From an optimization exercise on the open Yosys and OpenROAD flow, aimed at small area, a short achievable clock period and few clock cycles; shortcuts taken in it are not production practice. Only simulation tests tie the RTL to the original design; equivalence was not proved. Power is estimated from default activity; no workload was simulated.

--- flow/design.v ---
module filter2d(
                input           clk,
                input           rstn,
                input           start,
                output reg      finish,
                output          cs,
                output          we,
                output [16:0]   addr,
                output [7:0]    din,
                input  [7:0]    dout,
                input           h_write,
                input  [3:0]    h_idx,
                input  [7:0]    h_data
);
reg        run, pend;
reg  [2:0] t;
reg  [7:0] s;
reg  [7:0] b;
wire t_last = (t == 3'd5);
wire done   = t_last && (s == 8'd1) && b[7];
wire go     = (start | pend) && (t_last || (t == 3'd0));
always @(posedge clk or negedge rstn) begin
    if (!rstn) begin
        run    <= 1'b0;
        pend   <= 1'b0;
        t      <= 3'd0;
        finish <= 1'b0;
    end else begin
        t      <= t_last ? 3'd0 : t + 3'd1;
        finish <= run & done;
        if (go) begin
            run  <= 1'b1;
            pend <= 1'b0;
        end else begin
            if (start) pend <= 1'b1;
            if (done)  run  <= 1'b0;
        end
    end
end
always @(posedge clk) begin
    if (go) begin
        s <= 8'd0;
        b <= 8'd0;
    end else if (run && t_last) begin
        s <= s + 8'd1;
        if (s == 8'd255) b <= b + 8'd1;
    end
end
reg         cs_q, we_q;
reg  [16:0] addr_q;
reg  [7:0]  din_q;
assign cs   = cs_q;
assign we   = we_q;
assign addr = addr_q;
assign din  = din_q;
wire [6:0] bm1 = b[6:0] - 7'd1;
wire [6:0] bp1 = b[6:0] + 7'd1;
wire       wprev = (s[7:1] == 7'd0);           
wire [6:0] bw  = wprev ? bm1 : b[6:0];
wire [7:0] sw  = s - 8'd2;
reg        n_cs, n_we;
reg [16:0] n_addr;
always @(*) begin
    n_we = 1'b0;
    case (t)
        3'd0: begin n_addr = {1'b0, bm1,    1'b1, s};  n_cs = (b != 8'd0) && !b[7]; end
        3'd1: begin n_addr = {1'b0, b[6:0], 1'b1, s};  n_cs = !b[7]; end
        3'd2: begin n_addr = {1'b1, bw,     1'b0, sw}; n_cs = !((b == 8'd0) && wprev); n_we = 1'b1; end
        3'd3: begin n_addr = {1'b0, b[6:0], 1'b0, s};  n_cs = !b[7]; end
        3'd4: begin n_addr = {1'b1, bw,     1'b1, sw}; n_cs = !((b == 8'd0) && wprev); n_we = 1'b1; end
        default: begin n_addr = {1'b0, bp1, 1'b0, s};  n_cs = (b[6:0] != 7'd127) && !b[7]; end
    endcase
end
always @(posedge clk or negedge rstn) begin
    if (!rstn) begin
        cs_q <= 1'b0;
        we_q <= 1'b0;
    end else begin
        cs_q <= run & n_cs;
        we_q <= run & n_cs & n_we;
    end
end
always @(posedge clk) addr_q <= n_addr;
reg  [7:0] q00, q01, q02, q10, q11, q12, q20, q21, q22;
reg  [2:0] wph;
always @(posedge clk or negedge rstn) begin
    if (!rstn) wph <= 3'b010;
    else       wph <= {wph[1:0], wph[2]};
end
wire       hw = h_write;
wire i0 = hw && h_idx == 4'd0, i1 = hw && h_idx == 4'd1, i2 = hw && h_idx == 4'd2;
wire i3 = hw && h_idx == 4'd3, i4 = hw && h_idx == 4'd4, i5 = hw && h_idx == 4'd5;
wire i6 = hw && h_idx == 4'd6, i7 = hw && h_idx == 4'd7, i8 = hw && h_idx == 4'd8;
wire w00 = wph[0] & i0 | wph[1] & i3 | wph[2] & i6;
wire w01 = wph[0] & i1 | wph[1] & i4 | wph[2] & i7;
wire w02 = wph[0] & i2 | wph[1] & i5 | wph[2] & i8;
wire w10 = wph[0] & i3 | wph[1] & i6 | wph[2] & i0;
wire w11 = wph[0] & i4 | wph[1] & i7 | wph[2] & i1;
wire w12 = wph[0] & i5 | wph[1] & i8 | wph[2] & i2;
wire w20 = wph[0] & i6 | wph[1] & i0 | wph[2] & i3;
wire w21 = wph[0] & i7 | wph[1] & i1 | wph[2] & i4;
wire w22 = wph[0] & i8 | wph[1] & i2 | wph[2] & i5;
always @(posedge clk or negedge rstn) begin
    if (!rstn) begin
        q00 <= 8'h08; q01 <= 8'h10; q02 <= 8'h08;
        q10 <= 8'h10; q11 <= 8'h20; q12 <= 8'h10;
        q20 <= 8'h08; q21 <= 8'h10; q22 <= 8'h08;
    end else begin
        q00 <= w00 ? h_data : q10;
        q01 <= w01 ? h_data : q11;
        q02 <= w02 ? h_data : q12;
        q10 <= w10 ? h_data : q20;
        q11 <= w11 ? h_data : q21;
        q12 <= w12 ? h_data : q22;
        q20 <= w20 ? h_data : q00;
        q21 <= w21 ? h_data : q01;
        q22 <= w22 ? h_data : q02;
    end
end
reg       rv;
reg [7:0] pd;
wire      pd_en = (t == 3'd2) || (t == 3'd3) || (t == 3'd5) || (t == 3'd1);
always @(posedge clk) begin
    rv <= cs_q;
    if (pd_en) pd <= rv ? dout : 8'd0;
end
reg        mfirst;
wire       mfirst_n = (t == 3'd2) ? (s == 8'd0) : mfirst;
always @(posedge clk) mfirst <= mfirst_n;
wire [7:0] cf2 = q02 & {8{~mfirst}};
wire [15:0] ms0, mc0, ms1, mc1, ms2, mc2;
mul8cs u_m0 (.a(pd), .b(q00), .s(ms0), .c(mc0));
mul8cs u_m1 (.a(pd), .b(q01), .s(ms1), .c(mc1));
mul8cs u_m2 (.a(pd), .b(cf2), .s(ms2), .c(mc2));
reg [15:0] ps0, pc0, ps1, pc1, ps2, pc2;
always @(posedge clk) begin
    ps0 <= ms0; pc0 <= mc0;
    ps1 <= ms1; pc1 <= mc1;
    ps2 <= ms2; pc2 <= mc2;
end
localparam [19:0] K = 20'd64;
reg  [2:0] ka;        
reg        mkm;       
wire [2:0] kadec = (t == 3'd3 || t == 3'd4) ? 3'b001 :
                   (t == 3'd5 || t == 3'd0) ? 3'b010 : 3'b100;
always @(posedge clk) begin
    ka  <= kadec;
    mkm <= (t == 3'd1 || t == 3'd2) && (s == 8'd0);
end
function [19:0] macc;
    input [19:0] x;
    input [15:0] ps, pc;
    reg   [15:0] p;
    begin
        p    = ps + pc;
        macc = x + {4'd0, ps} + {4'd0, pc} + {{4{p[15]}}, 16'd0};
    end
endfunction
reg [19:0] fa, fb;
reg [18:0] ma, mb;
reg [17:0] na, nb;
wire [19:0] fres = macc(fa, ps2, pc2);
wire [19:0] mres = macc({ma[18], ma}, ps1, pc1);
wire [19:0] nres = macc({{2{na[17]}}, na}, ps0, pc0);
always @(posedge clk) begin
    fa <= fb;
    ma <= mb;
    na <= nb;
    fb <= ka[2] ? mres : fres;
    mb <= ka[2] ? (mkm ? K[18:0] : nres[18:0]) : mres[18:0];
    nb <= ka[2] ? K[17:0] : nres[17:0];
end
wire [7:0] pix = (fres[19:15] != 5'd0) ? 8'hff : fres[14:7];
always @(posedge clk) if (ka[2]) din_q <= pix;
endmodule
module mul8cs(input [7:0] a, input [7:0] b, output [15:0] s, output [15:0] c);
wire pp0_0 = a[0] & b[0];
wire pp0_1 = a[1] & b[0];
wire pp0_2 = a[2] & b[0];
wire pp0_3 = a[3] & b[0];
wire pp0_4 = a[4] & b[0];
wire pp0_5 = a[5] & b[0];
wire pp0_6 = a[6] & b[0];
wire pp0_7 = a[7] & b[0];
wire pp1_0 = a[0] & b[1];
wire pp1_1 = a[1] & b[1];
wire pp1_2 = a[2] & b[1];
wire pp1_3 = a[3] & b[1];
wire pp1_4 = a[4] & b[1];
wire pp1_5 = a[5] & b[1];
wire pp1_6 = a[6] & b[1];
wire pp1_7 = a[7] & b[1];
wire pp2_0 = a[0] & b[2];
wire pp2_1 = a[1] & b[2];
wire pp2_2 = a[2] & b[2];
wire pp2_3 = a[3] & b[2];
wire pp2_4 = a[4] & b[2];
wire pp2_5 = a[5] & b[2];
wire pp2_6 = a[6] & b[2];
wire pp2_7 = a[7] & b[2];
wire pp3_0 = a[0] & b[3];
wire pp3_1 = a[1] & b[3];
wire pp3_2 = a[2] & b[3];
wire pp3_3 = a[3] & b[3];
wire pp3_4 = a[4] & b[3];
wire pp3_5 = a[5] & b[3];
wire pp3_6 = a[6] & b[3];
wire pp3_7 = a[7] & b[3];
wire pp4_0 = a[0] & b[4];
wire pp4_1 = a[1] & b[4];
wire pp4_2 = a[2] & b[4];
wire pp4_3 = a[3] & b[4];
wire pp4_4 = a[4] & b[4];
wire pp4_5 = a[5] & b[4];
wire pp4_6 = a[6] & b[4];
wire pp4_7 = a[7] & b[4];
wire pp5_0 = a[0] & b[5];
wire pp5_1 = a[1] & b[5];
wire pp5_2 = a[2] & b[5];
wire pp5_3 = a[3] & b[5];
wire pp5_4 = a[4] & b[5];
wire pp5_5 = a[5] & b[5];
wire pp5_6 = a[6] & b[5];
wire pp5_7 = a[7] & b[5];
wire pp6_0 = a[0] & b[6];
wire pp6_1 = a[1] & b[6];
wire pp6_2 = a[2] & b[6];
wire pp6_3 = a[3] & b[6];
wire pp6_4 = a[4] & b[6];
wire pp6_5 = a[5] & b[6];
wire pp6_6 = a[6] & b[6];
wire pp6_7 = a[7] & b[6];
wire pp7_0 = a[0] & b[7];
wire pp7_1 = a[1] & b[7];
wire pp7_2 = a[2] & b[7];
wire pp7_3 = a[3] & b[7];
wire pp7_4 = a[4] & b[7];
wire pp7_5 = a[5] & b[7];
wire pp7_6 = a[6] & b[7];
wire pp7_7 = a[7] & b[7];
wire w1 = pp0_6 ^ pp1_5;
wire w2 = pp0_6 & pp1_5;
wire w3 = pp0_7 ^ pp1_6 ^ pp2_5;
wire w4 = (pp0_7 & pp1_6) | (pp0_7 & pp2_5) | (pp1_6 & pp2_5);
wire w5 = pp3_4 ^ pp4_3;
wire w6 = pp3_4 & pp4_3;
wire w7 = pp1_7 ^ pp2_6 ^ pp3_5;
wire w8 = (pp1_7 & pp2_6) | (pp1_7 & pp3_5) | (pp2_6 & pp3_5);
wire w9 = pp4_4 ^ pp5_3;
wire w10 = pp4_4 & pp5_3;
wire w11 = pp2_7 ^ pp3_6 ^ pp4_5;
wire w12 = (pp2_7 & pp3_6) | (pp2_7 & pp4_5) | (pp3_6 & pp4_5);
wire w13 = pp0_4 ^ pp1_3;
wire w14 = pp0_4 & pp1_3;
wire w15 = pp0_5 ^ pp1_4 ^ pp2_3;
wire w16 = (pp0_5 & pp1_4) | (pp0_5 & pp2_3) | (pp1_4 & pp2_3);
wire w17 = pp3_2 ^ pp4_1;
wire w18 = pp3_2 & pp4_1;
wire w19 = w1 ^ pp2_4 ^ pp3_3;
wire w20 = (w1 & pp2_4) | (w1 & pp3_3) | (pp2_4 & pp3_3);
wire w21 = pp4_2 ^ pp5_1 ^ pp6_0;
wire w22 = (pp4_2 & pp5_1) | (pp4_2 & pp6_0) | (pp5_1 & pp6_0);
wire w23 = w2 ^ w3 ^ w5;
wire w24 = (w2 & w3) | (w2 & w5) | (w3 & w5);
wire w25 = pp5_2 ^ pp6_1 ^ pp7_0;
wire w26 = (pp5_2 & pp6_1) | (pp5_2 & pp7_0) | (pp6_1 & pp7_0);
wire w27 = w4 ^ w6 ^ w7;
wire w28 = (w4 & w6) | (w4 & w7) | (w6 & w7);
wire w29 = w9 ^ pp6_2 ^ pp7_1;
wire w30 = (w9 & pp6_2) | (w9 & pp7_1) | (pp6_2 & pp7_1);
wire w31 = w8 ^ w10 ^ w11;
wire w32 = (w8 & w10) | (w8 & w11) | (w10 & w11);
wire w33 = pp5_4 ^ pp6_3 ^ pp7_2;
wire w34 = (pp5_4 & pp6_3) | (pp5_4 & pp7_2) | (pp6_3 & pp7_2);
wire w35 = w12 ^ pp3_7 ^ pp4_6;
wire w36 = (w12 & pp3_7) | (w12 & pp4_6) | (pp3_7 & pp4_6);
wire w37 = pp5_5 ^ pp6_4 ^ pp7_3;
wire w38 = (pp5_5 & pp6_4) | (pp5_5 & pp7_3) | (pp6_4 & pp7_3);
wire w39 = pp4_7 ^ pp5_6 ^ pp6_5;
wire w40 = (pp4_7 & pp5_6) | (pp4_7 & pp6_5) | (pp5_6 & pp6_5);
wire w41 = pp0_3 ^ pp1_2;
wire w42 = pp0_3 & pp1_2;
wire w43 = w13 ^ pp2_2 ^ pp3_1;
wire w44 = (w13 & pp2_2) | (w13 & pp3_1) | (pp2_2 & pp3_1);
wire w45 = w14 ^ w15 ^ w17;
wire w46 = (w14 & w15) | (w14 & w17) | (w15 & w17);
wire w47 = w16 ^ w18 ^ w19;
wire w48 = (w16 & w18) | (w16 & w19) | (w18 & w19);
wire w49 = w20 ^ w22 ^ w23;
wire w50 = (w20 & w22) | (w20 & w23) | (w22 & w23);
wire w51 = w24 ^ w26 ^ w27;
wire w52 = (w24 & w26) | (w24 & w27) | (w26 & w27);
wire w53 = w28 ^ w30 ^ w31;
wire w54 = (w28 & w30) | (w28 & w31) | (w30 & w31);
wire w55 = w32 ^ w34 ^ w35;
wire w56 = (w32 & w34) | (w32 & w35) | (w34 & w35);
wire w57 = w36 ^ w38 ^ w39;
wire w58 = (w36 & w38) | (w36 & w39) | (w38 & w39);
wire w59 = w40 ^ pp5_7 ^ pp6_6;
wire w60 = (w40 & pp5_7) | (w40 & pp6_6) | (pp5_7 & pp6_6);
wire w61 = pp0_2 ^ pp1_1;
wire w62 = pp0_2 & pp1_1;
wire w63 = w41 ^ pp2_1 ^ pp3_0;
wire w64 = (w41 & pp2_1) | (w41 & pp3_0) | (pp2_1 & pp3_0);
wire w65 = w42 ^ w43 ^ pp4_0;
wire w66 = (w42 & w43) | (w42 & pp4_0) | (w43 & pp4_0);
wire w67 = w44 ^ w45 ^ pp5_0;
wire w68 = (w44 & w45) | (w44 & pp5_0) | (w45 & pp5_0);
wire w69 = w46 ^ w47 ^ w21;
wire w70 = (w46 & w47) | (w46 & w21) | (w47 & w21);
wire w71 = w48 ^ w49 ^ w25;
wire w72 = (w48 & w49) | (w48 & w25) | (w49 & w25);
wire w73 = w50 ^ w51 ^ w29;
wire w74 = (w50 & w51) | (w50 & w29) | (w51 & w29);
wire w75 = w52 ^ w53 ^ w33;
wire w76 = (w52 & w53) | (w52 & w33) | (w53 & w33);
wire w77 = w54 ^ w55 ^ w37;
wire w78 = (w54 & w55) | (w54 & w37) | (w55 & w37);
wire w79 = w56 ^ w57 ^ pp7_4;
wire w80 = (w56 & w57) | (w56 & pp7_4) | (w57 & pp7_4);
wire w81 = w58 ^ w59 ^ pp7_5;
wire w82 = (w58 & w59) | (w58 & pp7_5) | (w59 & pp7_5);
wire w83 = w60 ^ pp6_7 ^ pp7_6;
wire w84 = (w60 & pp6_7) | (w60 & pp7_6) | (pp6_7 & pp7_6);
assign s = {1'b0, w84, w82, w80, w78, w76, w74, w72, w70, w68, w66, w64, w62, w61, pp0_1, pp0_0};
assign c = {1'b0, pp7_7, w83, w81, w79, w77, w75, w73, w71, w69, w67, w65, w63, pp2_0, pp1_0, 1'b0};
endmodule
--- flow/flow/run.sh ---
#!/bin/bash
# Standard layout, with the timing repair aimed at a shorter period than the
# clock's (the SDC is unchanged; only repair_timing's setup margin is raised),
# and plain buffers on the ports.
set -euo pipefail
bash standard.sh SETUP_SLACK_MARGIN=7 TNS_END_PERCENT=5 CORE_UTILIZATION=55 CTS_CLUSTER_SIZE=24 CTS_CLUSTER_DIAMETER=80 MATCH_CELL_FOOTPRINT=0 'BUFFER_PORTS_ARGS=-buffer_cell sky130_fd_sc_hd__buf_2' finish > standard.log 2>&1
--- flow/standard.sh ---
#!/bin/bash
# synth_recipe.tcl (not shown) runs the flow's synth.tcl, then flattens the netlist and writes it again
# the make line also repeats each setting of config.mk as NAME=value (left out here)
make -C /OpenROAD-flow-scripts/flow DESIGN_CONFIG=/design/flow/config.mk WORK_HOME=/design/flow/orfs CLKGATE_MAP_FILE= SYNTH_SCRIPT=/design/flow/synth_recipe.tcl "${@:-finish}"
--- flow/config.mk ---
export PLATFORM = sky130hd
export DESIGN_NAME = filter2d
export DESIGN_NICKNAME = filter2d
export VERILOG_FILES = /design/flow/design.v
export SDC_FILE = /design/flow/constraint.sdc
export NUM_CORES = 4
export LEC_CHECK = 0
export CAP_MARGIN = 20
export CORE_MARGIN = 2
export CORE_UTILIZATION = 40
export SLEW_MARGIN = 20
--- flow/constraint.sdc ---
create_clock -name core_clock -period 10.0 [get_ports {clk}]
set_input_delay 2.0000 -clock core_clock [delete_from_list [all_inputs] [get_ports {clk}]]
set_output_delay 2.0000 -clock core_clock [all_outputs]
set_load 0.01 [all_outputs]
==> reports/metrics.csv, run 1 <==
metric;value;unit
drt drc;0;
type of the tightest min-delay check;reg2reg;
CTS tree;built;
dpl hpwl;28200;µm
Fmax;0.298;GHz
Worst EP required;10.42;ns
Setup TNS;0;ns
final RePlAce weighted congestion;0.831;
Comb pwr share;0.9;%
Post-DRT Antenna Nets;0;
worst-path fanout max;3;
P_int;1.79;mW
CP Launch Type;register;
FILL cells;2692;
layout cells sized above 1;18.7;%
buffers added on ports;51;
first-pass GRT wire length;62400;µm
worst hold margin;0.325;ns
CP Data Arrival Time;3.78;ns
Worst Tran Pin Value;0.979;ns
vias post-DR;11800;
peak supply drop;0.000129;V
final setup fails;0;
Mapped Area;18200;µm²
Avg WL per Cell;17.8;µm
clk sinks;337;
clock group share of total power;39.5;%
area share of the largest cell type after synthesis;26.1;%
Area contributors post-synth;dfxtp_1, fa_1, dfrtp_1;
row count;66;
cts bufs inserted;20;
grt total ovfl;0;
clk slew on worst S/H paths;0.09;ns
Switching Fraction;21.2;%
vias in the first global route;12300;
die area;34500;µm²
drt total wl;38800;µm
initial antenna violation count;0;
primary flip-flop cell chosen by synthesis mapping;dfxtp_1;
count leader, synth;dfxtp_1;
Max-Cap Viols;0;
Placed Cells;2115;
final net count;2026;
Seq cells post-synth;337;
Crit Path Class;reg2reg;
Rel. slew slack;34.8;%
Slew Viols, Final;0;
clk buf depth;3;
area grow syn2layout;13.7;%
Detailed Route Iter0 Violations;409;
Synth top cells by count;dfxtp_1, and2_1, fa_1, ha_1, inv_1;
Die Span Y;186;µm
status;no timing/DRC/antenna violations;
Sequential Area;7360;µm²
Non-Filler Instances;2175;
synth warn;1;
area occupied by multi-input gates;11000;µm²
Vias/cell;5.43;
die width;186;µm
H-tree lvl count;1;
Post-Syn Nets;1962;
final hold violations;0;
net switching power;0.483;mW
diodes inserted;0;
GRT Total Usage;23.2;%
PwrDens;110;nW/µm²
core box area;32500;µm²
Async S/R FF share, synth;24.6;%
Tot Pwr;2.27;mW
Ports;52;
First-pass DRT Iterations;5;
post-synth cell types;71;
clock skew;0.0195;ns
CP endpoint kind;register;
initial core utilization;55.8;%
EDFF count, synth;17;
unrepaired setup endpoints after global routing;true;
Tcrit/Tclk final;33.6;%
Skew-Pair Late Insertion Delay;0.53;ns
sequential area share after synthesis;40.4;%
fin crit period;3.36;ns
pin count of the biggest net entering global routing;84;
Root Driver;clkbuf_16;
Flop pwr share;59.6;%
post-synth top area cell;dfxtp_1;
Leak Pwr;9.89;nW
final core occ;63.4;%
Synth Instances;1655;
syn_area_per_cell;11.0;µm²
[through the flow]
stage                     setup slack (ns)  instance area (µm²)
final                                 6.64                20600
after global routing                  6.45                20600
after CTS                             6.59                20300
after detailed placement              6.11                19100
after global placement                6.12                19100
after floorplan                       6.77                18400
[cell usage in the layout, fill, tap and decap left out, drive strengths merged, types with 25 or more instances in the layout]
| master | count |
|---|---|
| inv | 130 |
| o21ai | 48 |
| a21oi | 63 |
| and2 | 162 |
| fa | 150 |
| nand2 | 121 |
| xnor2 | 25 |
| buf | 83 |
| dfrtp | 73 |
| nor2 | 86 |
| clkbuf | 28 |
| xor2 | 32 |
| mux2 | 75 |
| ha | 133 |
| dfxtp | 237 |
[critical path, cell delays in order (launching register included)]
cell	delay, ns
dfxtp_2	0.34
ha_4	0.22
a21o_1	0.17
a21o_1	0.16
a21oi_2	0.15
o21ai_2	0.08
a21oi_2	0.15
o21ai_2	0.09
a2111oi_4	0.38
o31ai_2	0.12
ha_1	0.33
ha_4	0.25
and3_4	0.18
a221oi_4	0.25
xor2_1	0.10
mux2_4	0.28
[final timing paths]
path / start / to / slack, ns / cells past startpoint
min in group asynchronous: rstn / we_q / 1.48 / 1
hold reg to reg: nb[1] / na[1] / 0.32 / 0
max in group asynchronous: rstn / q22[1] / 7.99 / 1
hold / removal: nb[1] / na[1] / 0.32 / 0
setup / recovery: ps1[2] / fb[19] / 6.64 / 15
setup reg to reg: ps1[2] / fb[19] / 6.64 / 15
[registers in the layout, summed over array words and instances (netlist names), 14 cells and up]
name and flops:
addr_q 17, fa 20, fb 20, ma 19, mb 19, na 18, nb 18, pc0 14
pc1 14, pc2 14, ps0 15, ps1 15, ps2 15
[power by group through the flow]
stage,Sequential (mW),Clock (mW),Combinational (mW)
global route,1.36,0.982,0.0246
floorplan,1.39,0,0.00463
detailed placement,1.39,0,0.0221
CTS,1.36,0.930,0.0221
finish,1.36,0.898,0.0215
global placement,1.39,0,0.0218
[logic make-up after synthesis]
group	synth area share, %
AO/OA/AOI/OAI	8.36
XOR/XNOR	2.75
flip-flops	40.4
buffers and inverters	3.60
multiplexers	5.15
adder cells (fa/ha/maj)	25.8
AND/OR/NAND/NOR	13.9
[timing repair]
item	4_1_cts	5_1_grt
endpoints found under the setup margin	107	152
gates resized for setup	72	56
pin swaps	44	37
hold buffers	0	0
buffers inserted	14	10
[metal layers]
layer	GRT usage [%]	vias to the layer above	wire, µm
met1	29.6	5912	17000
li1	-	5665	-
met5	0	-	0
met3	3.05	65	1460
met4	6.30	0	916
met2	41.4	179	19300
[layout make-up]
cell class / instances / share of cell area [%]
sequential: 337 / 35.7
tap: 442 / 2.68
inverter: 128 / 2.33
multi-input combinational: 1148 / 53.4
clock buffer: 27 / 2.65
timing repair buffer: 84 / 2.63
clock inverter: 9 / 0.600
Testbench counts, summed over its fixed seeds: cycles 1,572,980.
==> run 2, diff against run 1 <==
--- a/flow/design.v
+++ b/flow/design.v
@@ -17,7 +17,7 @@
 reg  [7:0] s;
 reg  [7:0] b;
 wire t_last = (t == 3'd5);
-wire done   = t_last && (s == 8'd1) && b[7];
+wire done   = (t == 3'd0) && (s == 8'd2) && b[7];
 wire go     = (start | pend) && (t_last || (t == 3'd0));
 always @(posedge clk or negedge rstn) begin
     if (!rstn) begin
@@ -64,11 +64,11 @@
     n_we = 1'b0;
     case (t)
         3'd0: begin n_addr = {1'b0, bm1,    1'b1, s};  n_cs = (b != 8'd0) && !b[7]; end
-        3'd1: begin n_addr = {1'b0, b[6:0], 1'b1, s};  n_cs = !b[7]; end
-        3'd2: begin n_addr = {1'b1, bw,     1'b0, sw}; n_cs = !((b == 8'd0) && wprev); n_we = 1'b1; end
-        3'd3: begin n_addr = {1'b0, b[6:0], 1'b0, s};  n_cs = !b[7]; end
-        3'd4: begin n_addr = {1'b1, bw,     1'b1, sw}; n_cs = !((b == 8'd0) && wprev); n_we = 1'b1; end
-        default: begin n_addr = {1'b0, bp1, 1'b0, s};  n_cs = (b[6:0] != 7'd127) && !b[7]; end
+        3'd1: begin n_addr = {1'b0, bp1,    1'b0, s};  n_cs = (b[6:0] != 7'd127) && !b[7]; end
+        3'd2: begin n_addr = {1'b0, b[6:0], 1'b0, s};  n_cs = !b[7]; end
+        3'd3: begin n_addr = {1'b1, bw,     1'b0, sw}; n_cs = !((b == 8'd0) && wprev); n_we = 1'b1; end
+        3'd4: begin n_addr = {1'b0, b[6:0], 1'b1, s};  n_cs = !b[7]; end
+        default: begin n_addr = {1'b1, bw,  1'b1, sw}; n_cs = !((b == 8'd0) && wprev); n_we = 1'b1; end
     endcase
 end
 always @(posedge clk or negedge rstn) begin
@@ -84,8 +84,8 @@
 reg  [7:0] q00, q01, q02, q10, q11, q12, q20, q21, q22;
 reg  [2:0] wph;
 always @(posedge clk or negedge rstn) begin
-    if (!rstn) wph <= 3'b010;
-    else       wph <= {wph[1:0], wph[2]};
+    if (!rstn) wph <= 3'b100;
+    else       wph <= {wph[0], wph[2:1]};
 end
 wire       hw = h_write;
 wire i0 = hw && h_idx == 4'd0, i1 = hw && h_idx == 4'd1, i2 = hw && h_idx == 4'd2;
@@ -106,28 +106,31 @@
         q10 <= 8'h10; q11 <= 8'h20; q12 <= 8'h10;
         q20 <= 8'h08; q21 <= 8'h10; q22 <= 8'h08;
     end else begin
-        q00 <= w00 ? h_data : q10;
-        q01 <= w01 ? h_data : q11;
-        q02 <= w02 ? h_data : q12;
-        q10 <= w10 ? h_data : q20;
-        q11 <= w11 ? h_data : q21;
-        q12 <= w12 ? h_data : q22;
-        q20 <= w20 ? h_data : q00;
-        q21 <= w21 ? h_data : q01;
-        q22 <= w22 ? h_data : q02;
+        q00 <= w00 ? h_data : q20;
+        q01 <= w01 ? h_data : q21;
+        q02 <= w02 ? h_data : q22;
+        q10 <= w10 ? h_data : q00;
+        q11 <= w11 ? h_data : q01;
+        q12 <= w12 ? h_data : q02;
+        q20 <= w20 ? h_data : q10;
+        q21 <= w21 ? h_data : q11;
+        q22 <= w22 ? h_data : q12;
     end
 end
 reg       rv;
 reg [7:0] pd;
-wire      pd_en = (t == 3'd2) || (t == 3'd3) || (t == 3'd5) || (t == 3'd1);
+wire      pd_en = (t == 3'd2) || (t == 3'd3) || (t == 3'd4) || (t == 3'd0);
 always @(posedge clk) begin
     rv <= cs_q;
     if (pd_en) pd <= rv ? dout : 8'd0;
 end
 reg        mfirst;
+reg  [7:0] cf2;
 wire       mfirst_n = (t == 3'd2) ? (s == 8'd0) : mfirst;
-always @(posedge clk) mfirst <= mfirst_n;
-wire [7:0] cf2 = q02 & {8{~mfirst}};
+always @(posedge clk) begin
+    mfirst <= mfirst_n;
+    cf2    <= q22 & {8{~mfirst_n}};
+end
 wire [15:0] ms0, mc0, ms1, mc1, ms2, mc2;
 mul8cs u_m0 (.a(pd), .b(q00), .s(ms0), .c(mc0));
 mul8cs u_m1 (.a(pd), .b(q01), .s(ms1), .c(mc1));
@@ -139,39 +142,57 @@
     ps2 <= ms2; pc2 <= mc2;
 end
 localparam [19:0] K = 20'd64;
-reg  [2:0] ka;        
-reg        mkm;       
-wire [2:0] kadec = (t == 3'd3 || t == 3'd4) ? 3'b001 :
-                   (t == 3'd5 || t == 3'd0) ? 3'b010 : 3'b100;
-always @(posedge clk) begin
-    ka  <= kadec;
-    mkm <= (t == 3'd1 || t == 3'd2) && (s == 8'd0);
-end
-function [19:0] macc;
+function [21:0] adda;                 
     input [19:0] x;
     input [15:0] ps, pc;
+    reg   [19:0] u, v;
+    reg   [10:0] lo;
+    reg   [9:0]  hi;
     reg   [15:0] p;
     begin
+        u    = x ^ {4'd0, ps} ^ {4'd0, pc};
+        v    = {(x[18:0] & {3'd0, ps[15:0]}) | (x[18:0] & {3'd0, pc[15:0]}) | ({3'd0, ps[15:0]} & {3'd0, pc[15:0]}), 1'b0};
+        lo   = {1'b0, u[9:0]} + {1'b0, v[9:0]};
+        hi   = u[19:10] + v[19:10];
         p    = ps + pc;
-        macc = x + {4'd0, ps} + {4'd0, pc} + {{4{p[15]}}, 16'd0};
+        adda = {p[15], lo[10], hi, lo[9:0]};
+    end
+endfunction
+function [19:0] fin;
+    input [21:0] a;
+    begin
+        fin = {a[19:10] + {9'd0, a[20]} + {{4{a[21]}}, 6'd0}, a[9:0]};
     end
 endfunction
-reg [19:0] fa, fb;
-reg [18:0] ma, mb;
-reg [17:0] na, nb;
-wire [19:0] fres = macc(fa, ps2, pc2);
-wire [19:0] mres = macc({ma[18], ma}, ps1, pc1);
-wire [19:0] nres = macc({{2{na[17]}}, na}, ps0, pc0);
-always @(posedge clk) begin
-    fa <= fb;
-    ma <= mb;
-    na <= nb;
-    fb <= ka[2] ? mres : fres;
-    mb <= ka[2] ? (mkm ? K[18:0] : nres[18:0]) : mres[18:0];
-    nb <= ka[2] ? K[17:0] : nres[17:0];
+reg  [19:0] fa;
+reg  [18:0] ma;
+reg  [17:0] na;
+reg  [21:0] fb;
+reg  [20:0] mb;
+reg  [19:0] nb;
+wire [21:0] fra = adda(fa, ps2, pc2);
+wire [21:0] mra = adda({ma[18], ma}, ps1, pc1);
+wire [21:0] nra = adda({{2{na[17]}}, na}, ps0, pc0);
+always @(posedge clk) begin
+    fb <= fra;
+    mb <= {mra[21:20], mra[18:0]};
+    nb <= {nra[21:20], nra[17:0]};
+end
+reg  trb, mkb;        
+always @(posedge clk) begin
+    trb <= (t == 3'd2) || (t == 3'd3);
+    mkb <= ((t == 3'd2) || (t == 3'd3)) && (s == 8'd0);
+end
+wire [19:0] ff = fin(fb);
+wire [19:0] mf = fin({mb[20:19], 1'b0, mb[18:0]});    
+wire [19:0] nf = fin({nb[19:18], 2'b0, nb[17:0]});    
+always @(posedge clk) begin
+    fa <= trb ? {mf[18], mf[18:0]} : ff;
+    ma <= trb ? (mkb ? K[18:0] : {nf[17], nf[17:0]}) : mf[18:0];
+    na <= trb ? K[17:0] : nf[17:0];
 end
-wire [7:0] pix = (fres[19:15] != 5'd0) ? 8'hff : fres[14:7];
-always @(posedge clk) if (ka[2]) din_q <= pix;
+wire [7:0] pix = (ff[19:15] != 5'd0) ? 8'hff : ff[14:7];
+always @(posedge clk) if (trb) din_q <= pix;
 endmodule
 module mul8cs(input [7:0] a, input [7:0] b, output [15:0] s, output [15:0] c);
 wire pp0_0 = a[0] & b[0];
==> flow/flow/run.sh (replaced) <==
#!/bin/bash
# Standard layout, with the timing repair aimed at a shorter period than the
# clock's (the SDC is unchanged; only repair_timing's setup margin is raised),
# and plain buffers on the ports.
set -euo pipefail
bash standard.sh SETUP_SLACK_MARGIN=7 TNS_END_PERCENT=5 CORE_UTILIZATION=75 CTS_CLUSTER_SIZE=24 CTS_CLUSTER_DIAMETER=80 MATCH_CELL_FOOTPRINT=0 'BUFFER_PORTS_ARGS=-buffer_cell sky130_fd_sc_hd__buf_2' finish > standard.log 2>&1
==> run 2 against run 1 <==
  * Register-to-register slack better by 0.40 ns
  * Sequential share of layout area is 2.2 points higher
  * Count of clock-buffer cells in the layout is 1 higher
  * Utilization is 17 points higher
  * Global-route usage is 6.3 points higher
  * Die area is 23% lower
  * Fmax is 9.9% higher
  * Hold slack better by 0.072 ns
  * Sequential cell count is 14 higher
  * First-iteration DRC count is 92% higher
  * Synthesized area is 3.9% higher
==> reports/metrics.csv, run 2 <==
metric;value;unit;change
sequential area share after synthesis;40.4;%;-0.075 points
final net count;2053;;+1.3%
worst-path fanout max;1;;-2
commonest non-fill, non-tap cell in the layout;dfxtp_1;;
Worst Tran Pin Value;1.08;ns;+0.102 ns
met2 wire len;19200;µm;-0.65%
dpl hpwl;26900;µm;-4.6%
most frequent cells in the layout;dfxtp_1, and2_1, inv_1;;
final RePlAce weighted congestion;0.883;;+6.2%
area grow syn2layout;6.67;%;
CP endpoint kind;primary output;;
Hold Buf Count CTS;0;;unchanged
GRT Total Usage;29.4;%;+6.3 points
most flop-heavy register;fb;;
drt drc;0;;unchanged
post-synth top area cell;dfxtp_1;;
Sequential Area;7620;µm²;+3.4%
syn_area_per_cell;11.1;µm²;+0.71%
Place WS;6.48;ns;+0.364 ns
Rel. slew slack;27.8;%;-7.0 points
pin count of the biggest net entering global routing;84;;unchanged
highest layer used for signal routing;met4;;
clk buf depth;3;;unchanged
Worst path max stage delay;0.39;ns;about the same
final core occ;80.6;%;+17 points
Synth top cells by count;dfxtp_1, and2_1, inv_1, fa_1, ha_1;;
Leak Pwr;9.71;nW;-1.8%
PwrDens;113;nW/µm²;+2.2%
WL met1;16100;µm;-5.3%
vias post-DR;12200;;+2.9%
Synth Instances;1707;;+3.1%
Max-Cap Viols;0;;unchanged
status;no timing/DRC/antenna violations;;
Root Driver;clkbuf_16;;
unrepaired setup endpoints after global routing;true;;
worst hold margin;0.397;ns;+0.0721 ns
buffers added on ports;51;;unchanged
Post-Syn Nets;2013;;+2.6%
R2R depth;7;;-8
Slew Viols, Final;0;;unchanged
Detailed Route Iter0 Violations;784;;+92%
Worst EP required;8.00;ns;-2.42 ns
peak supply drop;0.000147;V;+14%
final hold violations;0;;unchanged
fin crit period;3.06;ns;-0.302 ns
diodes inserted;0;;unchanged
drt total wl;37900;µm;-2.1%
type of the tightest min-delay check;reg2reg;;
Die Span Y;163;µm;-12%
Post-DRT Antenna Nets;0;;unchanged
primary flip-flop cell chosen by synthesis mapping;dfxtp_1;;
PnR worst setup slack;6.94;ns;+0.302 ns
max reg flops;22;;
Crit Path Class;reg2out;;
Fmax;0.327;GHz;+9.9%
Seq cells post-synth;351;;+4.2%
CP cell instances;buf_2;;
Vias/cell;5.83;;+7.3%
layout cells sized above 1;13.2;%;-5.5 points
vias in the first global route;12700;;+3.2%
H-tree lvl count;1;;unchanged
area share of the largest cell type after synthesis;26.7;%;+0.62 points
grt total ovfl;0;;unchanged
area occupied by multi-input gates;10600;µm²;-4.0%
core box area;25000;µm²;-23%
count leader, synth;dfxtp_1;;
cts bufs inserted;18;;-10%
biggest regs;fb (22), mb (21);;
cell family with most CP delay;flip-flops;;
initial antenna violation count;0;;unchanged
clk slew on worst S/H paths;0.10;ns;about the same
First-pass DRT Iterations;5;;unchanged
clock skew;0.0215;ns;+0.00200 ns
initial core utilization;75.6;%;+20 points
final setup fails;0;;unchanged
Mapped Area;18900;µm²;+3.9%
clk sinks;351;;+4.2%
met3 routed WL;1630;µm;+11%
row count;58;;-12%
CTS tree;built;;
synth warn;1;;unchanged
Worst path depth;1;;-14
Tot Pwr;2.27;mW;-0.42%
CP Data Arrival Time;1.06;ns;-2.72 ns
critical path's slowest cell;dfrtp_1;;
Tcrit/Tclk final;30.6;%;-3.0 points
die area;26400;µm²;-23%
post-synth cell types;85;;+20%
Area contributors post-synth;dfxtp_1, fa_1, dfrtp_1;;
Ports;52;;unchanged
Setup TNS;0;ns;unchanged
EDFF count, synth;16;;-1
first-pass GRT wire length;61900;µm;-0.81%
FILL cells;1547;;-43%
Avg WL per Cell;18.2;µm;+2.1%
die width;163;µm;-12%
CP Launch Type;register;;
Async S/R FF share, synth;23.6;%;-0.98 points
Cells on Worst Hold Path;0;;unchanged
Skew-Pair Late Insertion Delay;0.53;ns;about the same
Buf+Inv Stages, Crit Path;1;;+1
[run 2: cell count changes after synthesis, sizes merged, moves of 8 or more]
cell    delta
xnor2     +27
dfxtp     +15
o22ai      -9
o31ai      -9
nor2      -19
buf       +11
xor2      -10
clkbuf     -8
inv       +28
mux2      +10
a21oi     -10
[run 2: final timing paths]
check	from	endpoint	slack (ns)
max	finish	finish	6.94
min reg2reg	cs_q	rv	0.40
min	cs_q	rv	0.40
max reg2reg	q01[1]	pc1[9]	7.04
min in group asynchronous	rstn	we_q	1.49
max in group asynchronous	rstn	q12[5]	7.99
[run 2: per-layer routing]
metal / GRT usage (%) / vias up
met4: 7.88 / 0
met1: 38.3 / 6063
met5: 0 / -
met2: 52.8 / 285
li1: - / 5746
met3: 3.31 / 67
[run 2: kinds of logic after synthesis]
logic type	synth area share, %
xor+xnor	3.44
simple gates	14.4
compound gates	7.34
flops	40.4
buf+inv	4.37
mux	5.23
fa+ha+maj	24.9
[run 2: layout make-up]
class | instances | share of cell area [%]
sequential | 351 | 37.9
multi-input combinational | 1154 | 52.6
tap | 330 | 2.05
clock inverter | 1 | 0.0311
clock buffer | 28 | 2.63
timing repair buffer | 65 | 1.88
inverter | 157 | 2.93
[run 2: repair_timing]
| action | 4_1_cts | 5_1_grt |
|---|---|---|
| pin swaps | 0 | 1 |
| buffers inserted | 5 | 5 |
| gates resized for setup | 0 | 2 |
| setup endpoints to repair | 42 | 83 |
[run 2: where the power goes]
part | internal (mW) | switching, mW
clock | 0.369 | 0.443
combinational | 0.00940 | 0.0259
sequential | 1.41 | 0.00533
[run 2: metrics by stage]
step                instance area, µm²  cells
floorplan                        19000   1707
global placement                 19500   2047
detailed placement               19500   2047
CTS                              20100   2081
global route                     20100   2086
finish                           20100   2086
Testbench counts of run 2, summed over its fixed seeds: cycles 1,573,008.
==> run 3, diff against run 2 <==
==> flow/flow/run.sh (replaced) <==
#!/bin/bash
# Standard layout, with the timing repair aimed at a shorter period than the
# clock's (the SDC is unchanged; only repair_timing's setup margin is raised),
# and plain buffers on the ports.
set -euo pipefail
bash standard.sh SETUP_SLACK_MARGIN=7.3 TNS_END_PERCENT=5 CORE_UTILIZATION=65 CTS_CLUSTER_SIZE=24 CTS_CLUSTER_DIAMETER=80 MATCH_CELL_FOOTPRINT=0 'BUFFER_PORTS_ARGS=-buffer_cell sky130_fd_sc_hd__buf_2' finish > standard.log 2>&1
==> run 3 against run 2 <==
  * Fmax grew 0.31%
  * Count of clock-buffer cells in the layout stayed put
  * Critical path depth did not move
  * Sequential power about the same
  * Setup slack gained 0.0096 ns
  * Sequential cell count stayed put
  * Routed wire length about the same
  * Largest cell class unchanged
  * Highest routed layer unchanged
==> reports/metrics.csv, run 3 <==
metric;value;unit;change
Crit Path Class;reg2out;;
worst-path fanout max;1;;unchanged
peak supply drop;0.000113;V;-23%
most frequent cells in the layout;dfxtp_1, and2_1, inv_1;;
H-tree lvl count;1;;unchanged
area grow syn2layout;7.88;%;
EDFF count, synth;16;;unchanged
Skew-Pair Late Insertion Delay;0.53;ns;about the same
Sequential Area;7620;µm²;+0.12%
Worst Tran Pin Value;1.10;ns;+0.0206 ns
final setup fails;0;;unchanged
Setup TNS;0;ns;unchanged
Synth top cells by count;dfxtp_1, and2_1, inv_1, fa_1, ha_1;;
Post-DRT Antenna Nets;0;;unchanged
grt total ovfl;0;;unchanged
Max-Cap Viols;0;;unchanged
First-pass DRT Iterations;7;;+2
cell family with most CP delay;flip-flops;;
Comb pwr share;1.9;%;+0.3 points
CP cell instances;buf_2;;
clk slew on worst S/H paths;0.09;ns;about the same
layout cells sized above 1;14.6;%;+1.5 points
drt total wl;37900;µm;about the same
syn_area_per_cell;11.1;µm²;unchanged
area occupied by multi-input gates;10600;µm²;+0.12%
area share of the largest cell type after synthesis;26.7;%;unchanged
die width;174;µm;+7.2%
final net count;2067;;+0.68%
synth warn;1;;unchanged
dpl hpwl;27200;µm;+1.1%
clk sinks;351;;unchanged
sequential area share after synthesis;40.4;%;unchanged
Worst EP required;8.00;ns;about the same
most flop-heavy register;fb;;
drt drc;0;;unchanged
initial antenna violation count;0;;unchanged
first-pass GRT wire length;62900;µm;+1.5%
Vias/cell;5.57;;-4.4%
Synth Instances;1707;;unchanged
Area contributors post-synth;dfxtp_1, fa_1, dfrtp_1;;
count leader, synth;dfxtp_1;;
Seq cells post-synth;351;;unchanged
core box area;28600;µm²;+15%
post-synth top area cell;dfxtp_1;;
GRT Total Usage;25.8;%;-3.7 points
Flop pwr share;62.2;%;-0.4 points
Post-Syn Nets;2013;;unchanged
Fmax;0.328;GHz;+0.31%
biggest regs;fb (22), mb (21);;
PwrDens;112;nW/µm²;-0.70%
clock group share of total power;35.9;%;about the same
CP Launch Type;register;;
Switching Fraction;21.1;%;+0.20 points
initial core utilization;65.9;%;-9.7 points
vias post-DR;12000;;-1.3%
Worst path max stage delay;0.40;ns;about the same
Root Driver;clkbuf_16;;
Tot Pwr;2.27;mW;+0.43%
die area;30400;µm²;+15%
status;no timing/DRC/antenna violations;;
Detailed Route Iter0 Violations;525;;-33%
Ports;52;;unchanged
diodes inserted;0;;unchanged
Slew Viols, Final;0;;unchanged
Hold Buf Count CTS;0;;unchanged
row count;62;;+6.9%
unrepaired setup endpoints after global routing;true;;
post-synth cell types;85;;unchanged
clock skew;0.0250;ns;+0.00346 ns
Leak Pwr;9.77;nW;+0.61%
critical path's slowest cell;dfrtp_1;;
final RePlAce weighted congestion;0.860;;-2.5%
Mapped Area;18900;µm²;unchanged
pin count of the biggest net entering global routing;84;;unchanged
vias in the first global route;12800;;+0.66%
type of the tightest min-delay check;reg2reg;;
CP Data Arrival Time;1.05;ns;about the same
fin crit period;3.05;ns;-0.00956 ns
Avg WL per Cell;17.6;µm;-3.1%
primary flip-flop cell chosen by synthesis mapping;dfxtp_1;;
FILL cells;2081;;+35%
buffers added on ports;51;;unchanged
commonest non-fill, non-tap cell in the layout;dfxtp_1;;
net switching power;0.481;mW;+1.4%
final hold violations;0;;unchanged
max reg flops;22;;unchanged
Die Span Y;174;µm;+7.2%
Rel. slew slack;26.4;%;-1.4 points
CTS tree;built;;
Buf+Inv Stages, Crit Path;1;;unchanged
cts bufs inserted;18;;unchanged
P_int;1.79;mW;+0.17%
Tcrit/Tclk final;30.5;%;-0.096 points
clk buf depth;3;;unchanged
Async S/R FF share, synth;23.6;%;unchanged
CP endpoint kind;primary output;;
run 3: cell counts after synthesis:
Identical to the previous run, type by type.
run 3: cell families (layout without fill, tap and decap cells):
kind of cell	after synthesis	count (layout)	share of synthesized area (%)
simple gates	496	496	14.4
flops	351	351	40.4
fa+ha+maj	283	283	24.9
compound gates	213	213	7.34
buf+inv	202	265	4.37
mux	88	88	5.23
xor+xnor	74	74	3.44
run 3: path summary, 6_finish.rpt:
kind                       startpoint         to  slack [ns]  depth (start not counted)
max in group asynchronous        rstn     q01[0]        7.96                          1
setup reg to reg                pd[5]    pc0[10]        7.02                          9
min in group asynchronous        rstn       we_q        1.49                          1
setup / recovery               finish     finish        6.95                          1
hold / removal                   s[0]  addr_q[0]        0.44                          0
hold reg to reg                  s[0]  addr_q[0]        0.44                          0
run 3: final cells by class:
| cell class | count | area share (%) |
|---|---|---|
| clock buffer | 28 | 2.60 |
| clock inverter | 1 | 0.0369 |
| inverter | 157 | 2.90 |
| multi-input combinational | 1154 | 52.1 |
| sequential | 351 | 37.5 |
| tap | 384 | 2.36 |
| timing repair buffer | 79 | 2.54 |
run 3: per-layer routing:
layer / global-route usage, % / vias up / part of all wire (%) / routed length [µm]
li1: - / 5769 / - / -
met1: 32.9 / 5940 / 44 / 16600
met2: 46.0 / 222 / 50 / 18800
met3: 3.63 / 71 / 4.1 / 1570
met4: 6.90 / 0 / 2.5 / 937
met5: 0 / - / 0 / 0
run 3: repair_timing:
item / 4_1_cts / 5_1_grt
gates cloned: 1 / 0
hold endpoints to repair: 0 / 0
setup buffers: 21 / 1
pin swaps: 4 / 0
setup endpoints to repair: 148 / 156
resized for setup: 16 / 1
run 3: metrics by stage:
step	area, µm²	instances	worst slack, ns	util, %	hold WS [ns]
after global routing	20300	2154	6.91	71.1	0.452
final	20300	2154	6.95	71.1	0.442
after global placement	19600	2102	6.54	68.4	0.375
after floorplan	19000	1707	6.77	-	0.352
after CTS	20300	2153	6.91	71.0	0.400
after detailed placement	19600	2102	6.48	68.4	0.368
run 3: power groups by stage:
stage | clock (mW) | sequential [mW] | combinational [mW]
detailed placement | 0 | 1.45 | 0.0281
floorplan | 0 | 1.45 | 0.0103
CTS | 0.837 | 1.42 | 0.0435
global route | 0.886 | 1.42 | 0.0469
finish | 0.816 | 1.42 | 0.0436
global placement | 0 | 1.45 | 0.0276
run 3: worst reg2reg max path, cell delays in order (launching register included):
cell and delay, ns:
edfxtp_1 0.45, buf_12 0.16, buf_4 0.13, and2_1 0.17
fa_1 0.40, fa_1 0.55, inv_1 0.06, fa_1 0.47
inv_1 0.05, fa_1 0.44
==> run 4, diff against run 3 <==
==> flow/flow/run.sh (replaced) <==
#!/bin/bash
# Standard layout, with the timing repair aimed at a shorter period than the
# clock's (the SDC is unchanged; only repair_timing's setup margin is raised),
# and plain buffers on the ports.
set -euo pipefail
bash standard.sh SETUP_SLACK_MARGIN=6.9 TNS_END_PERCENT=5 CORE_UTILIZATION=65 CTS_CLUSTER_SIZE=24 CTS_CLUSTER_DIAMETER=80 MATCH_CELL_FOOTPRINT=0 'BUFFER_PORTS_ARGS=-buffer_cell sky130_fd_sc_hd__buf_2' finish > standard.log 2>&1
==> run 4 against run 3 <==
  * Still clean on timing, DRC and antenna
  * Hold slack got worse by 0.048 ns
  * Fmax decreased by 0.19%
  * Cell area fell by 0.77%
  * Critical path type unchanged
  * Largest cell class unchanged
==> reports/metrics.csv, run 4 <==
metric;value;unit;change
status;no timing/DRC/antenna violations;;
Avg WL per Cell;17.4;µm;-1.1%
most flop-heavy register;fb;;
post-synth cell types;85;;unchanged
Buf+Inv Stages, Crit Path;1;;unchanged
Tot Pwr;2.27;mW;-0.16%
Die Span Y;174;µm;unchanged
Crit Path Class;reg2out;;
Fmax;0.327;GHz;-0.19%
Hold Buf Count CTS;0;;unchanged
Synth top cells by count;dfxtp_1, and2_1, inv_1, fa_1, ha_1;;
Synth Instances;1707;;unchanged
Setup TNS;0;ns;unchanged
row count;62;;unchanged
CP Data Arrival Time;1.06;ns;about the same
Worst EP required;8.00;ns;about the same
layout cells sized above 1;13.0;%;-1.6 points
CP cell instances;buf_2;;
EDFF count, synth;16;;unchanged
Worst Tran Pin Value;1.07;ns;-0.0329 ns
Area after DPL;19600;µm²;unchanged
unrepaired setup endpoints after global routing;false;;
PwrDens;112;nW/µm²;+0.61%
Worst Min Path Start;cs_q;;
vias in the first global route;12600;;-1.2%
Root Driver;clkbuf_16;;
First-pass DRT Iterations;4;;-3
PostCTS Resize Cnt;0;;-16
diodes inserted;0;;unchanged
Tcrit/Tclk final;30.6;%;+0.058 points
type of the tightest min-delay check;reg2reg;;
Post-DRT Antenna Nets;0;;unchanged
Leak Pwr;9.71;nW;-0.64%
cts bufs inserted;18;;unchanged
Worst path depth;1;;unchanged
drt total wl;37200;µm;-1.8%
CP Launch Point;finish;;
first-pass GRT wire length;62100;µm;-1.3%
Worst path max stage delay;0.40;ns;about the same
primary flip-flop cell chosen by synthesis mapping;dfxtp_1;;
critical path's slowest cell;dfrtp_1;;
syn_area_per_cell;11.1;µm²;unchanged
synth warn;1;;unchanged
H-tree lvl count;1;;unchanged
Slew Viols, Final;0;;unchanged
Area contributors post-synth;dfxtp_1, fa_1, dfrtp_1;;
Non-Filler Instances;2138;;-0.74%
clk sinks;351;;unchanged
Mapped Area;18900;µm²;unchanged
Max-Cap Viols;0;;unchanged
Async S/R FF share, synth;23.6;%;unchanged
clk buf depth;3;;unchanged
R2R depth;8;;-1
die width;174;µm;unchanged
Ports;52;;unchanged
Cells on Worst Hold Path;0;;unchanged
final RePlAce weighted congestion;0.860;;unchanged
post-synth top area cell;dfxtp_1;;
clock skew;0.0231;ns;-0.00192 ns
Seq cells post-synth;351;;unchanged
Vias/cell;5.56;;-0.20%
cell family with most CP delay;flip-flops;;
sequential area share after synthesis;40.4;%;unchanged
Post-Syn Nets;2013;;unchanged
final hold violations;0;;unchanged
GRT Total Usage;25.4;%;-0.40 points
peak supply drop;0.000121;V;+7.0%
dpl hpwl;27200;µm;unchanged
area share of the largest cell type after synthesis;26.7;%;unchanged
CTS tree;built;;
Placed Cells;2102;;unchanged
final setup fails;0;;unchanged
grt total ovfl;0;;unchanged
biggest regs;fb (22), mb (21);;
CP endpoint kind;primary output;;
fin crit period;3.06;ns;+0.00576 ns
count leader, synth;dfxtp_1;;
initial core utilization;65.9;%;unchanged
Detailed Route Iter0 Violations;456;;-13%
Final Cell Area;20200;µm²;-0.77%
core box area;28600;µm²;unchanged
Skew-Pair Late Insertion Delay;0.53;ns;about the same
drt drc;0;;unchanged
worst-path fanout max;1;;unchanged
vias post-DR;11900;;-0.94%
Rel. slew slack;28.6;%;+2.2 points
die area;30400;µm²;unchanged
clk slew on worst S/H paths;0.09;ns;about the same
max reg flops;22;;unchanged
area grow syn2layout;7.05;%;
most frequent cells in the layout;dfxtp_1, and2_1, inv_1;;
initial antenna violation count;0;;unchanged
pin count of the biggest net entering global routing;84;;unchanged
CP Launch Type;register;;
Worst R2R Start;pd[7];;
buffers added on ports;51;;unchanged
final net count;2051;;-0.77%
commonest non-fill, non-tap cell in the layout;dfxtp_1;;
==> run 4: cell counts after synthesis <==
Identical to the previous run, type by type.
==> run 4: through the flow <==
stage / utilization, % / worst slack (ns) / hold slack, ns
finish: 70.5 / 6.94 / 0.394
global route: 70.5 / 6.90 / 0.413
CTS: 70.4 / 6.91 / 0.400
detailed placement: 68.4 / 6.48 / 0.368
global placement: 68.4 / 6.54 / 0.375
floorplan: - / 6.77 / 0.352
==> run 4: routing by layer <==
| layer | share of wire [%] | track usage [%] | routed length [µm] |
|---|---|---|---|
| met5 | 0 | 0 | 0 |
| met1 | 44 | 32.5 | 16400 |
| met2 | 50 | 45.7 | 18700 |
| met4 | 2.1 | 6.23 | 796 |
| met3 | 3.6 | 3.26 | 1360 |
==> run 4: final timing paths <==
kind | slack, ns | end
max in group asynchronous | 8.00 | q22[6]
worst max-delay path | 6.94 | finish
worst max register to register | 7.05 | pc1[7]
worst min-delay path | 0.39 | rv
worst min register to register | 0.39 | rv
min in group asynchronous | 1.49 | we_q
==> run 4: cell families after synthesis <==
family	Yosys count	synth area share, %
compound gates	213	7.34
xor+xnor	74	3.44
fa+ha+maj	283	24.9
buf+inv	202	4.37
flops	351	40.4
mux	88	5.23
simple gates	496	14.4
==> run 4: cell type report <==
cell class	count	area, µm²
well taps	384	480
clock buffers	28	529
repair buffers	63	384
fillers	2109	8430
flip-flops and latches	351	7620
inverters	157	589
clock inverters	1	7.51
multi-input cells	1154	10600
==> run 4: report_power, final <==
group	internal, mW	switching [mW]	total (mW)
logic	0.00984	0.0277	0.0376
clock network	0.369	0.449	0.817
registers	1.41	0.00389	1.42
==> run 4: timing repair <==
action / 4_1_cts / 5_1_grt
buffers inserted: 4 / 3
cloned: 0 / 0
endpoints found under the setup margin: 25 / 10
==> run 5, diff against run 4 <==
==> flow/flow/run.sh (replaced) <==
#!/bin/bash
# Standard layout, with the timing repair aimed at a shorter period than the
# clock's (the SDC is unchanged; only repair_timing's setup margin is raised),
# and plain buffers on the ports.
set -euo pipefail
bash standard.sh SETUP_SLACK_MARGIN=6.8 TNS_END_PERCENT=5 CORE_UTILIZATION=65 CTS_CLUSTER_SIZE=24 CTS_CLUSTER_DIAMETER=80 MATCH_CELL_FOOTPRINT=0 'BUFFER_PORTS_ARGS=-buffer_cell sky130_fd_sc_hd__buf_2' finish > standard.log 2>&1
==> run 5 against run 4 <==
  * Still clean
  * Register-to-register slack worse by 0.17 ns
  * Via count up 0.29%
  * Sequential cell count unchanged
  * Clock skew about the same
  * Critical path type is now reg2reg
  * Critical endpoint is now pc1[7]
  * Largest power group unchanged
==> reports/metrics.csv, run 5 <==
metric;value;unit;change
Leak Pwr;9.68;nW;-0.31%
Detailed Route Iter0 Violations;517;;+13%
status;no timing/DRC/antenna violations;;
Die Span Y;174;µm;unchanged
Post-DRT Antenna Nets;0;;unchanged
worst hold margin;0.394;ns;+0.000243 ns
Rel. slew slack;27.9;%;-0.73 points
final RePlAce weighted congestion;0.860;;unchanged
PostCTS Resize Cnt;0;;unchanged
peak supply drop;0.000118;V;-1.9%
Hold Buf Count CTS;0;;unchanged
FILL cells;2119;;+0.47%
Fmax;0.320;GHz;-2.2%
biggest regs;fb (22), mb (21);;
worst-path fanout max;24;;+23
Worst R2R Start;pd[4];;
R2R depth;7;;-1
CTS tree;built;;
Synth top cells by count;dfxtp_1, and2_1, inv_1, fa_1, ha_1;;
Worst Tran Pin Value;1.08;ns;+0.0110 ns
Crit Path Class;reg2reg;;
Buf+Inv Stages, Crit Path;2;;+1
Final Cell Area;20100;µm²;-0.29%
clk slew on worst S/H paths;0.10;ns;about the same
commonest non-fill, non-tap cell in the layout;dfxtp_1;;
synth warn;1;;unchanged
syn_area_per_cell;11.1;µm²;unchanged
area grow syn2layout;6.74;%;
Critical Path Most Common Cell;fa_1;;
final hold violations;0;;unchanged
buffers added on ports;51;;unchanged
final net count;2047;;-0.20%
row count;62;;unchanged
GRT Total Usage;25.2;%;-0.14 points
primary flip-flop cell chosen by synthesis mapping;dfxtp_1;;
Worst R2R Setup Slack;6.88;ns;-0.17 ns
clk buf depth;3;;unchanged
dpl hpwl;27200;µm;unchanged
Min-Delay Endpoint;rv;;
fin crit period;3.12;ns;+0.0685 ns
PnR worst setup slack;6.88;ns;-0.0685 ns
post-synth top area cell;dfxtp_1;;
Seq cells post-synth;351;;unchanged
Avg WL per Cell;17.3;µm;-0.60%
clk sinks;351;;unchanged
Cells on Worst Hold Path;0;;unchanged
critical path's slowest cell;edfxtp_1;;
drt total wl;37000;µm;-0.78%
count leader, synth;dfxtp_1;;
CP Data Arrival Time;3.53;ns;+2.47 ns
Skew-Pair Late Insertion Delay;0.53;ns;about the same
type of the tightest min-delay check;reg2reg;;
pin count of the biggest net entering global routing;84;;unchanged
drt drc;0;;unchanged
Switching Fraction;21.1;%;-0.057 points
core box area;28600;µm²;unchanged
First-pass DRT Iterations;4;;unchanged
Max-Cap Viols;0;;unchanged
worst r2r dst;pc1[7];;
clock group share of total power;36.0;%;about the same
clock skew;0.0233;ns;+0.000238 ns
Tcrit/Tclk final;31.2;%;+0.69 points
die width;174;µm;unchanged
layout cells sized above 1;12.8;%;-0.20 points
cts bufs inserted;18;;unchanged
Async S/R FF share, synth;23.6;%;unchanged
Worst path max stage delay;0.99;ns;+0.59 ns
max reg flops;22;;unchanged
Worst EP required;10.41;ns;+2.41 ns
unrepaired setup endpoints after global routing;false;;
Area after DPL;19600;µm²;unchanged
final setup fails;0;;unchanged
Mapped Area;18900;µm²;unchanged
diodes inserted;0;;unchanged
Setup TNS;0;ns;unchanged
initial antenna violation count;0;;unchanged
most flop-heavy register;fb;;
net switching power;0.478;mW;-0.47%
sequential area share after synthesis;40.4;%;unchanged
Comb pwr share;1.4;%;-0.3 points
Root Driver;clkbuf_16;;
Place WS;6.48;ns;unchanged
P_int;1.79;mW;-0.12%
PwrDens;113;nW/µm²;about the same
Worst Min Path Start;cs_q;;
initial core utilization;65.9;%;unchanged
Area contributors post-synth;dfxtp_1, fa_1, dfrtp_1;;
grt total ovfl;0;;unchanged
CP Launch Type;register;;
EDFF count, synth;16;;unchanged
Synth Instances;1707;;unchanged
Flop pwr share;62.6;%;+0.2 points
Vias/cell;5.59;;+0.47%
most frequent cells in the layout;dfxtp_1, and2_1, inv_1;;
cell family with most CP delay;adder cells;;
Slew Viols, Final;0;;unchanged
vias post-DR;11900;;+0.29%
vias in the first global route;12600;;+0.0079%
post-synth cell types;85;;unchanged
Ports;52;;unchanged
H-tree lvl count;1;;unchanged
die area;30400;µm²;unchanged
CP endpoint kind;register;;
first-pass GRT wire length;61800;µm;-0.37%
CP cell instances;and2_1 -> ha_1 -> fa_1 -> inv_1 -> fa_1 -> inv_1 -> fa_1;;
Post-Syn Nets;2013;;unchanged
area share of the largest cell type after synthesis;26.7;%;unchanged
[run 5: cell count changes in the layout (fill, tap and decap cells not counted)]
cell    previous run  this run
buf_12             2         0
buf_4              8         7
buf_6              3         2
[run 5: metal layers]
layer  up-vias  part of all wire, %  GRT usage, %
met3        64                  3.8          3.19
li1       5724                    -             -
met1      5915                   44          32.2
met5         -                    0             0
met4         0                  2.7          7.04
met2       220                   50          45.2
[run 5: worst max path at each step]
stage	from	end	slack [ns]	cells past startpoint
6_report	pd[4]	pc1[7]	6.88	7
5_1_grt	pd[4]	pc1[7]	6.80	7
4_1_cts	pd[4]	pc1[7]	6.90	7
3_5_place_dp	h_idx[1]	q12[7]	6.48	6
3_3_place_gp	h_idx[0]	q00[6]	6.54	6
2_1_floorplan	h_idx[2]	q00[0]	6.77	5
[run 5: logic make-up (layout without fill, tap and decap cells)]
group	count (synthesis)	in the layout	share of synthesized area, %
compound gates	213	213	7.34
buf+inv	202	245	4.37
mux	88	88	5.23
simple gates	496	496	14.4
flops	351	351	40.4
xor+xnor	74	74	3.44
fa+ha+maj	283	283	24.9
[run 5: power by group through the flow]
stage / registers (mW) / logic (mW) / clock network, mW
2_1_floorplan: 1.45 / 0.0103 / 0
3_3_place_gp: 1.45 / 0.0276 / 0
3_5_place_dp: 1.45 / 0.0281 / 0
4_1_cts: 1.42 / 0.0317 / 0.837
5_1_grt: 1.42 / 0.0345 / 0.886
6_report: 1.42 / 0.0313 / 0.816
[run 5: timing repair]
| action | CTS | global route |
|---|---|---|
| hold endpoints to repair | 0 | 0 |
| buffers inserted | 3 | 0 |
| endpoints found under the setup margin | 12 | 0 |
[run 5: metrics by stage]
| stage | instances | util, % | power [mW] |
|---|---|---|---|
| final | 2134 | 70.3 | 2.27 |
| after global placement | 2102 | 68.4 | 1.48 |
| after CTS | 2134 | 70.3 | 2.29 |
| after detailed placement | 2102 | 68.4 | 1.48 |
| after floorplan | 1707 | - | 1.46 |
| after global routing | 2134 | 70.3 | 2.34 |
[run 5: final cells by class]
cell class,count,area [µm²],area share (%)
Tap cell,384,480,2.39
Inverter,157,589,2.93
Clock buffer,28,529,2.63
Sequential cell,351,7620,37.8
Clock inverter,1,7.51,0.0373
Timing Repair Buffer,59,325,1.62
Multi-Input combinational cell,1154,10600,52.6
==> run 6, diff against run 5 <==
==> flow/flow/run.sh (replaced) <==
#!/bin/bash
# Standard layout, with the timing repair aimed at a shorter period than the
# clock's (the SDC is unchanged; only repair_timing's setup margin is raised),
# and plain buffers on the ports.
set -euo pipefail
bash standard.sh SETUP_SLACK_MARGIN=7 TNS_END_PERCENT=5 CORE_UTILIZATION=65 CTS_CLUSTER_SIZE=24 CTS_CLUSTER_DIAMETER=80 MATCH_CELL_FOOTPRINT=0 CAP_MARGIN=5 SLEW_MARGIN=5 'BUFFER_PORTS_ARGS=-buffer_cell sky130_fd_sc_hd__buf_2' finish > standard.log 2>&1
==> run 6 against run 5 <==
  * Combinational power is 29% higher
  * Global-route usage up 0.22 points
  * Register-to-register slack better by 0.18 ns
  * Sequential share of layout area is 0.18 points lower
  * Cell count grew 0.52%
  * Routed wire length grew 1.4%
  * Utilization rose by 0.33 points
  * Synthesized area unchanged
  * Die area did not move
  * Critical path depth down 6
  * Hold slack gained 0.046 ns
  * Synthesized cell count unchanged
==> reports/metrics.csv, run 6 <==
metric;value;unit;change
diodes inserted;0;;unchanged
Non-Filler Instances;2145;;+0.52%
Post-CTS Setup Inserts;7;;+4
clk sinks;351;;unchanged
Worst EP required;8.00;ns;-2.41 ns
Synth top cells by count;dfxtp_1, and2_1, inv_1, fa_1, ha_1;;
primary flip-flop cell chosen by synthesis mapping;dfxtp_1;;
Placed Cells;2102;;unchanged
CP endpoint kind;primary output;;
final setup fails;0;;unchanged
most frequent cells in the layout;dfxtp_1, and2_1, inv_1;;
buffers added on ports;51;;unchanged
status;no timing/DRC/antenna violations;;
core box area;28600;µm²;unchanged
worst-path fanout max;1;;-96%
Max-Cap Viols;0;;unchanged
Final Cell Area;20200;µm²;+0.47%
Area after DPL;19600;µm²;unchanged
CTS tree;built;;
vias in the first global route;12600;;+0.095%
Area contributors post-synth;dfxtp_1, fa_1, dfrtp_1;;
FILL cells;2109;;-0.47%
first-pass GRT wire length;62200;µm;+0.64%
Buf+Inv Stages, Crit Path;1;;-1
Post-DRT Antenna Nets;0;;unchanged
Slew Viols, Final;0;;unchanged
final hold violations;0;;unchanged
synth warn;1;;unchanged
Hold Buf Count CTS;0;;unchanged
die area;30400;µm²;unchanged
Ports;52;;unchanged
final net count;2058;;+0.54%
Root Driver;clkbuf_16;;
dpl hpwl;27200;µm;unchanged
area grow syn2layout;7.24;%;
crit path capture;finish;;
Detailed Route Iter0 Violations;493;;-4.6%
Async S/R FF share, synth;23.6;%;unchanged
Mapped Area;18900;µm²;unchanged
max reg flops;22;;unchanged
Seq cells post-synth;351;;unchanged
row count;62;;unchanged
Vias/cell;5.56;;-0.44%
Comb pwr share;1.8;%;+0.4 points
Worst R2R Setup Slack;7.06;ns;+0.18 ns
critical path's slowest cell;dfrtp_1;;
Die Span Y;174;µm;unchanged
PostCTS Resize Cnt;0;;unchanged
worst r2r dst;pc1[7];;
PwrDens;112;nW/µm²;-0.32%
Worst path max stage delay;0.39;ns;-0.60 ns
die width;174;µm;unchanged
CP Launch Type;register;;
Setup TNS;0;ns;unchanged
cts bufs inserted;18;;unchanged
Tcrit/Tclk final;30.5;%;-0.73 points
post-synth cell types;85;;unchanged
GRT Total Usage;25.4;%;+0.22 points
Synth Instances;1707;;unchanged
clock group share of total power;35.9;%;about the same
area share of the largest cell type after synthesis;26.7;%;unchanged
Worst Tran Pin Value;1.08;ns;-0.00142 ns
Worst path depth;1;;-6
clk slew on worst S/H paths;0.09;ns;about the same
clock skew;0.0221;ns;-0.00120 ns
Crit Path Class;reg2out;;
Avg WL per Cell;17.5;µm;+0.92%
cell family with most CP delay;flip-flops;;
Skew-Pair Late Insertion Delay;0.53;ns;about the same
peak supply drop;0.000120;V;+1.6%
count leader, synth;dfxtp_1;;
H-tree lvl count;1;;unchanged
initial antenna violation count;0;;unchanged
P_int;1.79;mW;+0.17%
Post-Syn Nets;2013;;unchanged
R2R depth;7;;unchanged
Rel. slew slack;28.0;%;+0.095 points
vias post-DR;11900;;+0.075%
Flop pwr share;62.3;%;-0.3 points
grt total ovfl;0;;unchanged
CP Launch Point;finish;;
layout cells sized above 1;13.3;%;+0.54 points
drt total wl;37500;µm;+1.4%
Tot Pwr;2.27;mW;+0.15%
drt drc;0;;unchanged
net switching power;0.478;mW;+0.11%
First-pass DRT Iterations;4;;unchanged
biggest regs;fb (22), mb (21);;
CP cell instances;buf_2;;
Worst R2R Start;q01[0];;
Switching Fraction;21.1;%;about the same
fin crit period;3.05;ns;-0.0729 ns
post-synth top area cell;dfxtp_1;;
Leak Pwr;9.74;nW;+0.60%
final RePlAce weighted congestion;0.860;;unchanged
EDFF count, synth;16;;unchanged
most flop-heavy register;fb;;
commonest non-fill, non-tap cell in the layout;dfxtp_1;;
initial core utilization;65.9;%;unchanged
pin count of the biggest net entering global routing;84;;unchanged
type of the tightest min-delay check;reg2reg;;
clk buf depth;3;;unchanged
sequential area share after synthesis;40.4;%;unchanged
syn_area_per_cell;11.1;µm²;unchanged
CP Data Arrival Time;1.05;ns;-2.48 ns
unrepaired setup endpoints after global routing;true;;
Fmax;0.328;GHz;+2.4%
-- run 6: cell type report --
class                      count  area, µm²  area share, %
clock buffer                  28        529           2.62
multi-input combinational   1154      10600           52.3
sequential                   351       7620           37.6
timing repair buffer          70        420           2.08
tap                          384        480           2.38
clock inverter                 1       7.51         0.0371
inverter                     157        589           2.91
-- run 6: worst min path at each step --
stage          startpoint        end  slack (ns)  depth (start not counted)
3_3_place_gp         cs_q         rv        0.37                          0
5_1_grt              s[0]  addr_q[0]        0.45                          0
2_1_floorplan      wph[1]     wph[0]        0.35                          0
6_report             s[0]  addr_q[0]        0.44                          0
3_5_place_dp         cs_q         rv        0.37                          0
4_1_cts              cs_q         rv        0.40                          0
-- run 6: metal layers --
metal,global-route usage [%],up-vias,wire length [µm]
met1,32.7,5925,16600
met3,3.26,60,1280
li1,-,5746,-
met5,0,-,0
met4,6.23,0,793
met2,45.7,201,18800
-- run 6: cells by family (layout without fill, tap and decap cells) --
group | after synthesis | in the layout | share of synthesized area [%]
flops | 351 | 351 | 40.4
compound gates | 213 | 213 | 7.34
mux | 88 | 88 | 5.23
xor+xnor | 74 | 74 | 3.44
simple gates | 496 | 496 | 14.4
fa+ha+maj | 283 | 283 | 24.9
buf+inv | 202 | 256 | 4.37
-- run 6: metrics by stage --
step	util, %	worst slack, ns	hold slack [ns]
floorplan	-	6.77	0.352
global placement	68.4	6.54	0.375
detailed placement	68.4	6.48	0.368
CTS	70.4	6.91	0.400
global route	70.7	6.91	0.452
finish	70.7	6.95	0.440
-- run 6: power groups by stage --
stage | Clock [mW] | Sequential (mW) | Combinational [mW]
3_3_place_gp | 0 | 1.45 | 0.0276
3_5_place_dp | 0 | 1.45 | 0.0281
4_1_cts | 0.837 | 1.42 | 0.0361
2_1_floorplan | 0 | 1.45 | 0.0103
6_report | 0.815 | 1.42 | 0.0404
5_1_grt | 0.886 | 1.42 | 0.0439
